What follows belongs to an exercise in optimizing a design on an open flow for small area; a production flow would make more cautious choices. Where RTL was checked, it was by simulation tests only, not by an equivalence proof against the original. No activity file was given, so power comes from the tool's default toggle rates.

==> flow/design.v (excerpt) <==
module MULTI_FIFOS #(
    parameter DATA_WIDTH = 8,                        
    parameter FIFO_DEPTH = 16,                       
    parameter NUM_FIFOS = 4                          
)(
    input  wire CLK,
    input  wire RST_N,
    input  wire [NUM_FIFOS-1:0] WR_EN,                
    input  wire [NUM_FIFOS-1:0] RD_EN,                
    input  wire [NUM_FIFOS*DATA_WIDTH-1:0] DIN,       
    output wire [NUM_FIFOS*DATA_WIDTH-1:0] DOUT,     
    output wire [NUM_FIFOS-1:0] FULL,                
    output wire [NUM_FIFOS-1:0] EMPTY                
);
clock: 5.0 ns
lec_check: 0
cap_margin: 0
core_margin: 2
core_utilization: 70
slew_margin: 0
synth_hierarchical: 1
synth_minimum_keep_size: 0
standard.sh (not shown) runs the stock make flow with config.mk's settings and CLKGATE_MAP_FILE= SYNTH_SCRIPT=/design/flow/synth_recipe.tcl, a recipe that flattens the netlist after the stock synthesis.
==> flow/flow/run.sh <==
#!/bin/bash
# Standard ORFS layout (standard.sh, unchanged synthesis) with three changes,
# all set in settings.sh: port buffers use the smallest buffer cell, clock
# tree synthesis uses small clock buffers without dummy loads, and after the
# placement repair, cells off the critical paths are sized down
# (recover.tcl). ORFS writes each step's log under orfs/logs; make's own
# output goes to flow_make.log.
set -euo pipefail
cd "$(dirname "$0")/.."
source flow/settings.sh
bash standard.sh > flow_make.log 2>&1
==> flow/flow/recover.tcl <==
# Downsize cells off the critical paths (area/power recovery) before detailed placement.
log_cmd repair_timing -recover_power 100
==> flow/flow/settings.sh <==
export BUFFER_PORTS_ARGS="-buffer_cell sky130_fd_sc_hd__buf_1"
export CTS_ARGS="-sink_clustering_enable -repair_clock_nets -dont_use_dummy_load -sink_clustering_size 10 -sink_clustering_max_diameter 60 -buf_list sky130_fd_sc_hd__clkbuf_4"
export POST_RESIZE_TCL="$PWD/flow/recover.tcl"
==> next run, changes <==
--- a/flow/design.v
+++ b/flow/design.v
@@ -5,38 +5,34 @@
     input  wire CLK,
     input  wire RST_N,
     input  wire WR_EN,
     input  wire RD_EN,
     input  wire [DATA_WIDTH-1:0] DIN,
     output reg  [DATA_WIDTH-1:0] DOUT,
     output wire FULL,
     output wire EMPTY
 );
     reg [DATA_WIDTH-1:0] mem [0:15];
     wire wr_ok, hold;
-    wire [3:1] wr_okq;
     wire [15:0] oh;
     FIFO_CTRL u_ctrl (
         .CLK(CLK), .RST_N(RST_N), .WR_EN(WR_EN), .RD_EN(RD_EN),
-        .wr_ok(wr_ok), .wr_okq(wr_okq), .oh(oh), .hold(hold), .FULL(FULL), .EMPTY(EMPTY)
+        .wr_ok(wr_ok), .oh(oh), .hold(hold), .FULL(FULL), .EMPTY(EMPTY)
     );
     integer k;
     always @(posedge CLK) begin
         if (wr_ok) begin
             mem[0] <= DIN;
-            for (k = 1; k < 4; k = k + 1)
+            for (k = 1; k < 16; k = k + 1)
                 mem[k] <= mem[k-1];
         end
-        for (k = 4; k < 16; k = k + 1)
-            if (wr_okq[k/4])
-                mem[k] <= mem[k-1];
     end
     genvar g;
     wire [DATA_WIDTH-1:0] dnext;
     generate
         for (g = 0; g < DATA_WIDTH; g = g + 1) begin : bit_
             wire [4:0] t;
             AO222 a0 (.a(mem[0][g]),  .sa(oh[0]),  .b(mem[1][g]),  .sb(oh[1]),  .c(mem[2][g]),  .sc(oh[2]),  .yn(t[0]));
             AO222 a1 (.a(mem[3][g]),  .sa(oh[3]),  .b(mem[4][g]),  .sb(oh[4]),  .c(mem[5][g]),  .sc(oh[5]),  .yn(t[1]));
             AO222 a2 (.a(mem[6][g]),  .sa(oh[6]),  .b(mem[7][g]),  .sb(oh[7]),  .c(mem[8][g]),  .sc(oh[8]),  .yn(t[2]));
             AO222 a3 (.a(mem[9][g]),  .sa(oh[9]),  .b(mem[10][g]), .sb(oh[10]), .c(mem[11][g]), .sc(oh[11]), .yn(t[3]));
             AO222 a4 (.a(mem[12][g]), .sa(oh[12]), .b(mem[13][g]), .sb(oh[13]), .c(mem[14][g]), .sc(oh[14]), .yn(t[4]));
@@ -48,47 +44,45 @@
             DOUT <= 0;
         else
             DOUT <= dnext;
     end
 endmodule
 module FIFO_CTRL (
     input  wire CLK,
     input  wire RST_N,
     input  wire WR_EN,
     input  wire RD_EN,
     output wire wr_ok,
-    output wire [3:1] wr_okq,
     output wire [15:0] oh,
     output wire hold,
     output wire FULL,
     output wire EMPTY
 );
     reg  [4:0] x;
     wire [4:0] x_nx;
     always @(posedge CLK or negedge RST_N) begin
         if (!RST_N)
             x <= 5'd0;
         else
             x <= x_nx;
     end
     FIFO_CTRL_COMB u_comb (
-        .WR(WR_EN), .RD(RD_EN), .x(x), .wr_ok(wr_ok), .wr_okq(wr_okq), .oh(oh), .hold(hold),
+        .WR(WR_EN), .RD(RD_EN), .x(x), .wr_ok(wr_ok), .oh(oh), .hold(hold),
         .FULL(FULL), .EMPTY(EMPTY), .x_nx(x_nx)
     );
 endmodule
-module FIFO_CTRL_COMB(WR, RD, x, wr_ok, wr_okq, oh, hold, FULL, EMPTY, x_nx);
+module FIFO_CTRL_COMB(WR, RD, x, wr_ok, oh, hold, FULL, EMPTY, x_nx);
   input WR;
   input RD;
   input [4:0] x;
   output wr_ok;
-  output [3:1] wr_okq;
   output [15:0] oh;
   output hold;
   output FULL;
   output EMPTY;
   output [4:0] x_nx;
   wire _00_;
   wire _01_;
   wire _02_;
   wire _03_;
   wire _04_;
   wire _05_;
@@ -120,25 +114,22 @@
   G_clkinv_1 u31 (.A(x[1]), .Y(_02_));
   G_clkinv_1 u32 (.A(RD), .Y(_03_));
   G_nor2_1 u33 (.A(WR), .B(_03_), .Y(_04_));
   G_nand2_1 u34 (.A(_04_), .B(x[0]), .Y(_05_));
   G_clkinv_1 u35 (.A(_05_), .Y(_06_));
   G_nand3_1 u36 (.A(_06_), .B(_02_), .C(x[4]), .Y(_07_));
   G_nor2_1 u37 (.A(EMPTY), .B(_06_), .Y(_08_));
   G_nand2_1 u38 (.A(_08_), .B(x[1]), .Y(_09_));
   G_o21ai_0 u39 (.A1(x[0]), .A2(_04_), .B1(_08_), .Y(_10_));
   G_nand2_1 u40 (.A(_03_), .B(WR), .Y(_11_));
   G_nor2_1 u41 (.A(_11_), .B(FULL), .Y(wr_ok));
-  G_nor2_1 u41b (.A(_11_), .B(FULL), .Y(wr_okq[1]));
-  G_nor2_1 u41c (.A(_11_), .B(FULL), .Y(wr_okq[2]));
-  G_nor2_1 u41d (.A(_11_), .B(FULL), .Y(wr_okq[3]));
   G_nand4_1 u42 (.A(_10_), .B(_09_), .C(_07_), .D(wr_ok), .Y(_12_));
   G_nor3_1 u43 (.A(_02_), .B(EMPTY), .C(_05_), .Y(_13_));
   G_o22ai_1 u44 (.A1(x[3]), .A2(_13_), .B1(x[2]), .B2(_12_), .Y(_14_));
   G_clkinv_1 u45 (.A(_13_), .Y(_15_));
   G_nand2_1 u46 (.A(x[3]), .B(x[2]), .Y(_16_));
   G_nor2_1 u47 (.A(_16_), .B(_15_), .Y(oh[0]));
   G_o21ai_0 u48 (.A1(EMPTY), .A2(oh[0]), .B1(_12_), .Y(x_nx[4]));
   G_o21ai_0 u49 (.A1(_01_), .A2(_15_), .B1(x_nx[4]), .Y(_17_));
   G_a21oi_1 u50 (.A1(x[4]), .A2(_14_), .B1(_17_), .Y(x_nx[3]));
   G_a22o_2 u51 (.A1(_09_), .A2(_07_), .B1(_10_), .B2(wr_ok), .X(_18_));
   G_nand2_1 u52 (.A(_18_), .B(_12_), .Y(x_nx[1]));
First-iteration DRC count came out higher by about a fifth.
Global-route usage stays flat.
Cell count came out lower slightly.
Critical path depth does not change.
Sequential cell count does not change.
Sequential share of layout area came out higher by 0.16 points.
Die area is about the same.
Only the layout flow was run in the first run of this note; the RTL was not checked for function there.

* * *

## run A
The RTL this note starts from:
==> flow/design.v <==
module FIFO #(
    parameter DATA_WIDTH = 8,
    parameter FIFO_DEPTH = 16
)(
    input  wire CLK,
    input  wire RST_N,
    input  wire WR_EN,
    input  wire RD_EN,
    input  wire [DATA_WIDTH-1:0] DIN,
    output reg  [DATA_WIDTH-1:0] DOUT,
    output wire FULL,
    output wire EMPTY
);
    reg [DATA_WIDTH-1:0] mem [0:15];
    wire wr_ok, hold;
    wire [15:0] oh;
    FIFO_CTRL u_ctrl (
        .CLK(CLK), .RST_N(RST_N), .WR_EN(WR_EN), .RD_EN(RD_EN),
        .wr_ok(wr_ok), .oh(oh), .hold(hold), .FULL(FULL), .EMPTY(EMPTY)
    );
    integer k;
    always @(posedge CLK) begin
        if (wr_ok) begin
            mem[0] <= DIN;
            for (k = 1; k < 16; k = k + 1)
                mem[k] <= mem[k-1];
        end
    end
    genvar g;
    wire [DATA_WIDTH-1:0] dnext;
    generate
        for (g = 0; g < DATA_WIDTH; g = g + 1) begin : bit_
            wire [4:0] t;
            AO222 a0 (.a(mem[0][g]),  .sa(oh[0]),  .b(mem[1][g]),  .sb(oh[1]),  .c(mem[2][g]),  .sc(oh[2]),  .yn(t[0]));
            AO222 a1 (.a(mem[3][g]),  .sa(oh[3]),  .b(mem[4][g]),  .sb(oh[4]),  .c(mem[5][g]),  .sc(oh[5]),  .yn(t[1]));
            AO222 a2 (.a(mem[6][g]),  .sa(oh[6]),  .b(mem[7][g]),  .sb(oh[7]),  .c(mem[8][g]),  .sc(oh[8]),  .yn(t[2]));
            AO222 a3 (.a(mem[9][g]),  .sa(oh[9]),  .b(mem[10][g]), .sb(oh[10]), .c(mem[11][g]), .sc(oh[11]), .yn(t[3]));
            AO222 a4 (.a(mem[12][g]), .sa(oh[12]), .b(mem[13][g]), .sb(oh[13]), .c(mem[14][g]), .sc(oh[14]), .yn(t[4]));
            SELTAIL tl (.tn(t), .a(mem[15][g]), .sa(oh[15]), .b(DOUT[g]), .sb(hold), .y(dnext[g]));
        end
    endgenerate
    always @(posedge CLK or negedge RST_N) begin
        if (!RST_N)
            DOUT <= 0;
        else
            DOUT <= dnext;
    end
endmodule
module FIFO_CTRL (
    input  wire CLK,
    input  wire RST_N,
    input  wire WR_EN,
    input  wire RD_EN,
    output wire wr_ok,
    output wire [15:0] oh,
    output wire hold,
    output wire FULL,
    output wire EMPTY
);
    reg  [4:0] x;
    wire [4:0] x_nx;
    always @(posedge CLK or negedge RST_N) begin
        if (!RST_N)
            x <= 5'd0;
        else
            x <= x_nx;
    end
    FIFO_CTRL_COMB u_comb (
        .WR(WR_EN), .RD(RD_EN), .x(x), .wr_ok(wr_ok), .oh(oh), .hold(hold),
        .FULL(FULL), .EMPTY(EMPTY), .x_nx(x_nx)
    );
endmodule
module FIFO_CTRL_COMB(WR, RD, x, wr_ok, oh, hold, FULL, EMPTY, x_nx);
  input WR;
  input RD;
  input [4:0] x;
  output wr_ok;
  output [15:0] oh;
  output hold;
  output FULL;
  output EMPTY;
  output [4:0] x_nx;
  wire _00_;
  wire _01_;
  wire _02_;
  wire _03_;
  wire _04_;
  wire _05_;
  wire _06_;
  wire _07_;
  wire _08_;
  wire _09_;
  wire _10_;
  wire _11_;
  wire _12_;
  wire _13_;
  wire _14_;
  wire _15_;
  wire _16_;
  wire _17_;
  wire _18_;
  wire _19_;
  wire _20_;
  wire _21_;
  wire _22_;
  wire _23_;
  wire _24_;
  wire _25_;
  wire _26_;
  G_clkinv_1 u27 (.A(x[4]), .Y(EMPTY));
  G_nor2_1 u28 (.A(x[3]), .B(x[2]), .Y(_00_));
  G_clkinv_1 u29 (.A(_00_), .Y(_01_));
  G_nor4_1 u30 (.A(x[0]), .B(x[1]), .C(EMPTY), .D(_01_), .Y(FULL));
  G_clkinv_1 u31 (.A(x[1]), .Y(_02_));
  G_clkinv_1 u32 (.A(RD), .Y(_03_));
  G_nor2_1 u33 (.A(WR), .B(_03_), .Y(_04_));
  G_nand2_1 u34 (.A(_04_), .B(x[0]), .Y(_05_));
  G_clkinv_1 u35 (.A(_05_), .Y(_06_));
  G_nand3_1 u36 (.A(_06_), .B(_02_), .C(x[4]), .Y(_07_));
  G_nor2_1 u37 (.A(EMPTY), .B(_06_), .Y(_08_));
  G_nand2_1 u38 (.A(_08_), .B(x[1]), .Y(_09_));
  G_o21ai_0 u39 (.A1(x[0]), .A2(_04_), .B1(_08_), .Y(_10_));
  G_nand2_1 u40 (.A(_03_), .B(WR), .Y(_11_));
  G_nor2_1 u41 (.A(_11_), .B(FULL), .Y(wr_ok));
  G_nand4_1 u42 (.A(_10_), .B(_09_), .C(_07_), .D(wr_ok), .Y(_12_));
  G_nor3_1 u43 (.A(_02_), .B(EMPTY), .C(_05_), .Y(_13_));
  G_o22ai_1 u44 (.A1(x[3]), .A2(_13_), .B1(x[2]), .B2(_12_), .Y(_14_));
  G_clkinv_1 u45 (.A(_13_), .Y(_15_));
  G_nand2_1 u46 (.A(x[3]), .B(x[2]), .Y(_16_));
  G_nor2_1 u47 (.A(_16_), .B(_15_), .Y(oh[0]));
  G_o21ai_0 u48 (.A1(EMPTY), .A2(oh[0]), .B1(_12_), .Y(x_nx[4]));
  G_o21ai_0 u49 (.A1(_01_), .A2(_15_), .B1(x_nx[4]), .Y(_17_));
  G_a21oi_1 u50 (.A1(x[4]), .A2(_14_), .B1(_17_), .Y(x_nx[3]));
  G_a22o_2 u51 (.A1(_09_), .A2(_07_), .B1(_10_), .B2(wr_ok), .X(_18_));
  G_nand2_1 u52 (.A(_18_), .B(_12_), .Y(x_nx[1]));
  G_nand2_1 u53 (.A(_12_), .B(_15_), .Y(_19_));
  G_clkinv_1 u54 (.A(x[2]), .Y(_20_));
  G_nor2_1 u55 (.A(_20_), .B(EMPTY), .Y(_21_));
  G_xor2_1 u56 (.A(_21_), .B(_19_), .X(x_nx[2]));
  G_nor2_1 u57 (.A(_01_), .B(_07_), .Y(oh[14]));
  G_nand3_1 u58 (.A(_08_), .B(x[1]), .C(_04_), .Y(_22_));
  G_nor2_1 u59 (.A(_01_), .B(_22_), .Y(oh[13]));
  G_nor2_1 u60 (.A(_01_), .B(_15_), .Y(oh[12]));
  G_nor2_1 u61 (.A(x[0]), .B(x[1]), .Y(_23_));
  G_nand3_1 u62 (.A(_04_), .B(x[4]), .C(_23_), .Y(_24_));
  G_or2_2 u63 (.A(x[3]), .B(_20_), .X(_25_));
  G_nor2_1 u64 (.A(_25_), .B(_24_), .Y(oh[11]));
  G_nor2_1 u65 (.A(_25_), .B(_07_), .Y(oh[10]));
  G_nor2_1 u66 (.A(_25_), .B(_22_), .Y(oh[9]));
  G_nor2_1 u67 (.A(_25_), .B(_15_), .Y(oh[8]));
  G_nand2_1 u68 (.A(_20_), .B(x[3]), .Y(_26_));
  G_nor2_1 u69 (.A(_26_), .B(_24_), .Y(oh[7]));
  G_nor2_1 u70 (.A(_26_), .B(_07_), .Y(oh[6]));
  G_nor2_1 u71 (.A(_26_), .B(_22_), .Y(oh[5]));
  G_nor2_1 u72 (.A(_26_), .B(_15_), .Y(oh[4]));
  G_nor2_1 u73 (.A(_16_), .B(_24_), .Y(oh[3]));
  G_nor2_1 u74 (.A(_16_), .B(_07_), .Y(oh[2]));
  G_nor2_1 u75 (.A(_01_), .B(_24_), .Y(oh[15]));
  G_nor2_1 u76 (.A(_16_), .B(_22_), .Y(oh[1]));
  G_xnor2_1 u77 (.A(wr_ok), .B(_10_), .Y(x_nx[0]));
  G_nor2_1 u78 (.A(EMPTY), .B(_04_), .Y(hold));
endmodule
module G_a21oi_1 (input wire A1, input wire A2, input wire B1, output wire Y); assign Y = (~A1&~B1) | (~A2&~B1); endmodule
module G_a22o_2 (input wire A1, input wire A2, input wire B1, input wire B2, output wire X); assign X = (B1&B2) | (A1&A2); endmodule
module G_clkinv_1 (input wire A, output wire Y); assign Y = (~A); endmodule
module G_nand2_1 (input wire A, input wire B, output wire Y); assign Y = (~A) | (~B); endmodule
module G_nand3_1 (input wire A, input wire B, input wire C, output wire Y); assign Y = (~A) | (~B) | (~C); endmodule
module G_nand4_1 (input wire A, input wire B, input wire C, input wire D, output wire Y); assign Y = (~A) | (~B) | (~C) | (~D); endmodule
module G_nor2_1 (input wire A, input wire B, output wire Y); assign Y = (~A&~B); endmodule
module G_nor3_1 (input wire A, input wire B, input wire C, output wire Y); assign Y = (~A&~B&~C); endmodule
module G_nor4_1 (input wire A, input wire B, input wire C, input wire D, output wire Y); assign Y = (~A&~B&~C&~D); endmodule
module G_o21ai_0 (input wire A1, input wire A2, input wire B1, output wire Y); assign Y = (~A1&~A2) | (~B1); endmodule
module G_o22ai_1 (input wire A1, input wire A2, input wire B1, input wire B2, output wire Y); assign Y = (~B1&~B2) | (~A1&~A2); endmodule
module G_or2_2 (input wire A, input wire B, output wire X); assign X = (A) | (B); endmodule
module G_xnor2_1 (input wire A, input wire B, output wire Y); assign Y = (~A&~B) | (A&B); endmodule
module G_xor2_1 (input wire A, input wire B, output wire X); assign X = (A&~B) | (~A&B); endmodule
module AO222 (
    input  wire a, sa, b, sb, c, sc,
    output wire yn
);
    assign yn = ~((a & sa) | (b & sb) | (c & sc));
endmodule
module SELTAIL (
    input  wire [4:0] tn,
    input  wire a, sa, b, sb,
    output wire y
);
    wire q;
    NAND3 u_q (.a(tn[0]), .b(tn[1]), .c(tn[2]), .y(q));
    TAIL2 u_y (.q(q), .t3(tn[3]), .t4(tn[4]), .a(a), .sa(sa), .b(b), .sb(sb), .y(y));
endmodule
module NAND3 (input wire a, b, c, output wire y);
    assign y = ~(a & b & c);
endmodule
module TAIL2 (input wire q, t3, t4, a, sa, b, sb, output wire y);
    assign y = q | ~t3 | ~t4 | (a & sa) | (b & sb);
endmodule
module MULTI_FIFOS #(
    parameter DATA_WIDTH = 8,                        
    parameter FIFO_DEPTH = 16,                       
    parameter NUM_FIFOS = 4                          
)(
    input  wire CLK,
    input  wire RST_N,
    input  wire [NUM_FIFOS-1:0] WR_EN,                
    input  wire [NUM_FIFOS-1:0] RD_EN,                
    input  wire [NUM_FIFOS*DATA_WIDTH-1:0] DIN,       
    output wire [NUM_FIFOS*DATA_WIDTH-1:0] DOUT,     
    output wire [NUM_FIFOS-1:0] FULL,                
    output wire [NUM_FIFOS-1:0] EMPTY                
);
    genvar i;
    generate
        for (i=0; i<NUM_FIFOS; i=i+1) begin : fifo_instances
            FIFO #(
                .DATA_WIDTH(DATA_WIDTH),
                .FIFO_DEPTH(FIFO_DEPTH)
            ) fifo_inst (
                .CLK(CLK),
                .RST_N(RST_N),
                .WR_EN(WR_EN[i]),
                .RD_EN(RD_EN[i]),
                .DIN(DIN[(i + 1) * DATA_WIDTH - 1:i * DATA_WIDTH]),
                .DOUT(DOUT[(i + 1) * DATA_WIDTH - 1:i * DATA_WIDTH]),
                .FULL(FULL[i]),
                .EMPTY(EMPTY[i])
            );
        end
    endgenerate
endmodule
Settings: LEC_CHECK=0, CAP_MARGIN=0, CORE_MARGIN=2, CORE_UTILIZATION=75, SLEW_MARGIN=0, SYNTH_HIERARCHICAL=1, SYNTH_MINIMUM_KEEP_SIZE=0; clock period 5.0 ns.
Scripts as last shown in full above: flow/flow/run.sh, flow/flow/recover.tcl, flow/flow/settings.sh
For run B, these inputs were changed with respect to run A:
-- flow/design.v --
<<< run A, line 13
);
    reg [DATA_WIDTH-1:0] mem [0:15];
    wire wr_ok, hold;
    wire [15:0] oh;
    FIFO_CTRL u_ctrl (
        .CLK(CLK), .RST_N(RST_N), .WR_EN(WR_EN), .RD_EN(RD_EN),
        .wr_ok(wr_ok), .oh(oh), .hold(hold), .FULL(FULL), .EMPTY(EMPTY)
    );
    integer k;
>>> run B, line 13
);
    reg [DATA_WIDTH-1:0] mem [0:15];
    wire wr_ok, wr_ok_hi, hold;
    wire [15:0] oh;
    FIFO_CTRL u_ctrl (
        .CLK(CLK), .RST_N(RST_N), .WR_EN(WR_EN), .RD_EN(RD_EN),
        .wr_ok(wr_ok), .wr_ok_hi(wr_ok_hi), .oh(oh), .hold(hold), .FULL(FULL), .EMPTY(EMPTY)
    );
    integer k;
<<< run A, line 23
        if (wr_ok) begin
            mem[0] <= DIN;
            for (k = 1; k < 16; k = k + 1)
                mem[k] <= mem[k-1];
        end
>>> run B, line 23
        if (wr_ok) begin
            mem[0] <= DIN;
            for (k = 1; k < 8; k = k + 1)
                mem[k] <= mem[k-1];
        end
        if (wr_ok_hi) begin
            for (k = 8; k < 16; k = k + 1)
                mem[k] <= mem[k-1];
        end
<<< run A, line 53
    input  wire RD_EN,
    output wire wr_ok,
    output wire [15:0] oh,
    output wire hold,
>>> run B, line 57
    input  wire RD_EN,
    output wire wr_ok,
    output wire wr_ok_hi,
    output wire [15:0] oh,
    output wire hold,
<<< run A, line 67
    end
    FIFO_CTRL_COMB u_comb (
        .WR(WR_EN), .RD(RD_EN), .x(x), .wr_ok(wr_ok), .oh(oh), .hold(hold),
        .FULL(FULL), .EMPTY(EMPTY), .x_nx(x_nx)
    );
endmodule
module FIFO_CTRL_COMB(WR, RD, x, wr_ok, oh, hold, FULL, EMPTY, x_nx);
  input WR;
  input RD;
  input [4:0] x;
  output wr_ok;
  output [15:0] oh;
  output hold;
>>> run B, line 72
    end
    FIFO_CTRL_COMB u_comb (
        .WR(WR_EN), .RD(RD_EN), .x(x), .wr_ok(wr_ok), .wr_ok_hi(wr_ok_hi), .oh(oh), .hold(hold),
        .FULL(FULL), .EMPTY(EMPTY), .x_nx(x_nx)
    );
endmodule
module FIFO_CTRL_COMB(WR, RD, x, wr_ok, wr_ok_hi, oh, hold, FULL, EMPTY, x_nx);
  input WR;
  input RD;
  input [4:0] x;
  output wr_ok;
  output wr_ok_hi;
  output [15:0] oh;
  output hold;
<<< run A, line 123
  G_nand2_1 u40 (.A(_03_), .B(WR), .Y(_11_));
  G_nor2_1 u41 (.A(_11_), .B(FULL), .Y(wr_ok));
  G_nand4_1 u42 (.A(_10_), .B(_09_), .C(_07_), .D(wr_ok), .Y(_12_));
  G_nor3_1 u43 (.A(_02_), .B(EMPTY), .C(_05_), .Y(_13_));
>>> run B, line 129
  G_nand2_1 u40 (.A(_03_), .B(WR), .Y(_11_));
  G_nor2_1 u41 (.A(_11_), .B(FULL), .Y(wr_ok));
  G_nor2_1 u41b (.A(_11_), .B(FULL), .Y(wr_ok_hi));
  G_nand4_1 u42 (.A(_10_), .B(_09_), .C(_07_), .D(wr_ok), .Y(_12_));
  G_nor3_1 u43 (.A(_02_), .B(EMPTY), .C(_05_), .Y(_13_));
Findings:
Looking at run B and run A, the total global routing track utilization is a wash. On simple-gate portion of the synthesized area, run B and run A are basically level. Run B -> run A: final standard cell utilization of the core flat. Post-synthesis to final-layout area growth across run B and run A: no real change. Run B against run A: proportion of synthesized chip area in sequential cells ~0 delta; total power comparable; final area stayed essentially flat. Re fraction of the cycle the final worst path needs: run B is 4.5 points up on run A.

==> separate check: timing with driven ports <==
In the flow no input, the clock included, has a driving cell. The finished layouts below were timed again as built, in two steps.
Step 1 (the two cells are an assumption about what drives the block):
set clk [get_ports {CLK}]
set_driving_cell -lib_cell sky130_fd_sc_hd__clkbuf_16 $clk
set_driving_cell -lib_cell sky130_fd_sc_hd__buf_2 [delete_from_list [all_inputs] $clk]
Step 2 adds t to the input delays and takes it off the output delays; t is the mean of the earliest and latest rising clock arrival at the registers after step 1. Input paths then give back, and output paths get back, about the clock's delay inside the block.
Three values: no drivers, after step 1, after step 2; two values: the first two.
| run | shift t [ns] | slack for setup (ns) | worst setup path after step 2 | latest minus earliest clock arrival (ns) | worst slew at a driven data input, ns |
|---|---|---|---|---|---|
| the first run of note 1 | 0.746 | 1.396 / 1.353 / 1.739 | input to register | 0.089 / 0.089 | 0.04 |
| the second run of note 1 | 0.724 | 1.752 / 1.709 / 1.685 | input to register | 0.078 / 0.078 | 0.04 |
| run A | 0.717 | 1.881 / 1.835 / 1.679 | input to register | 0.059 / 0.059 | 0.04 |
| run B | 0.695 | 1.655 / 1.612 / 1.453 | input to register | 0.071 / 0.071 | 0.04 |
After both steps setup and hold are still met in every run listed.
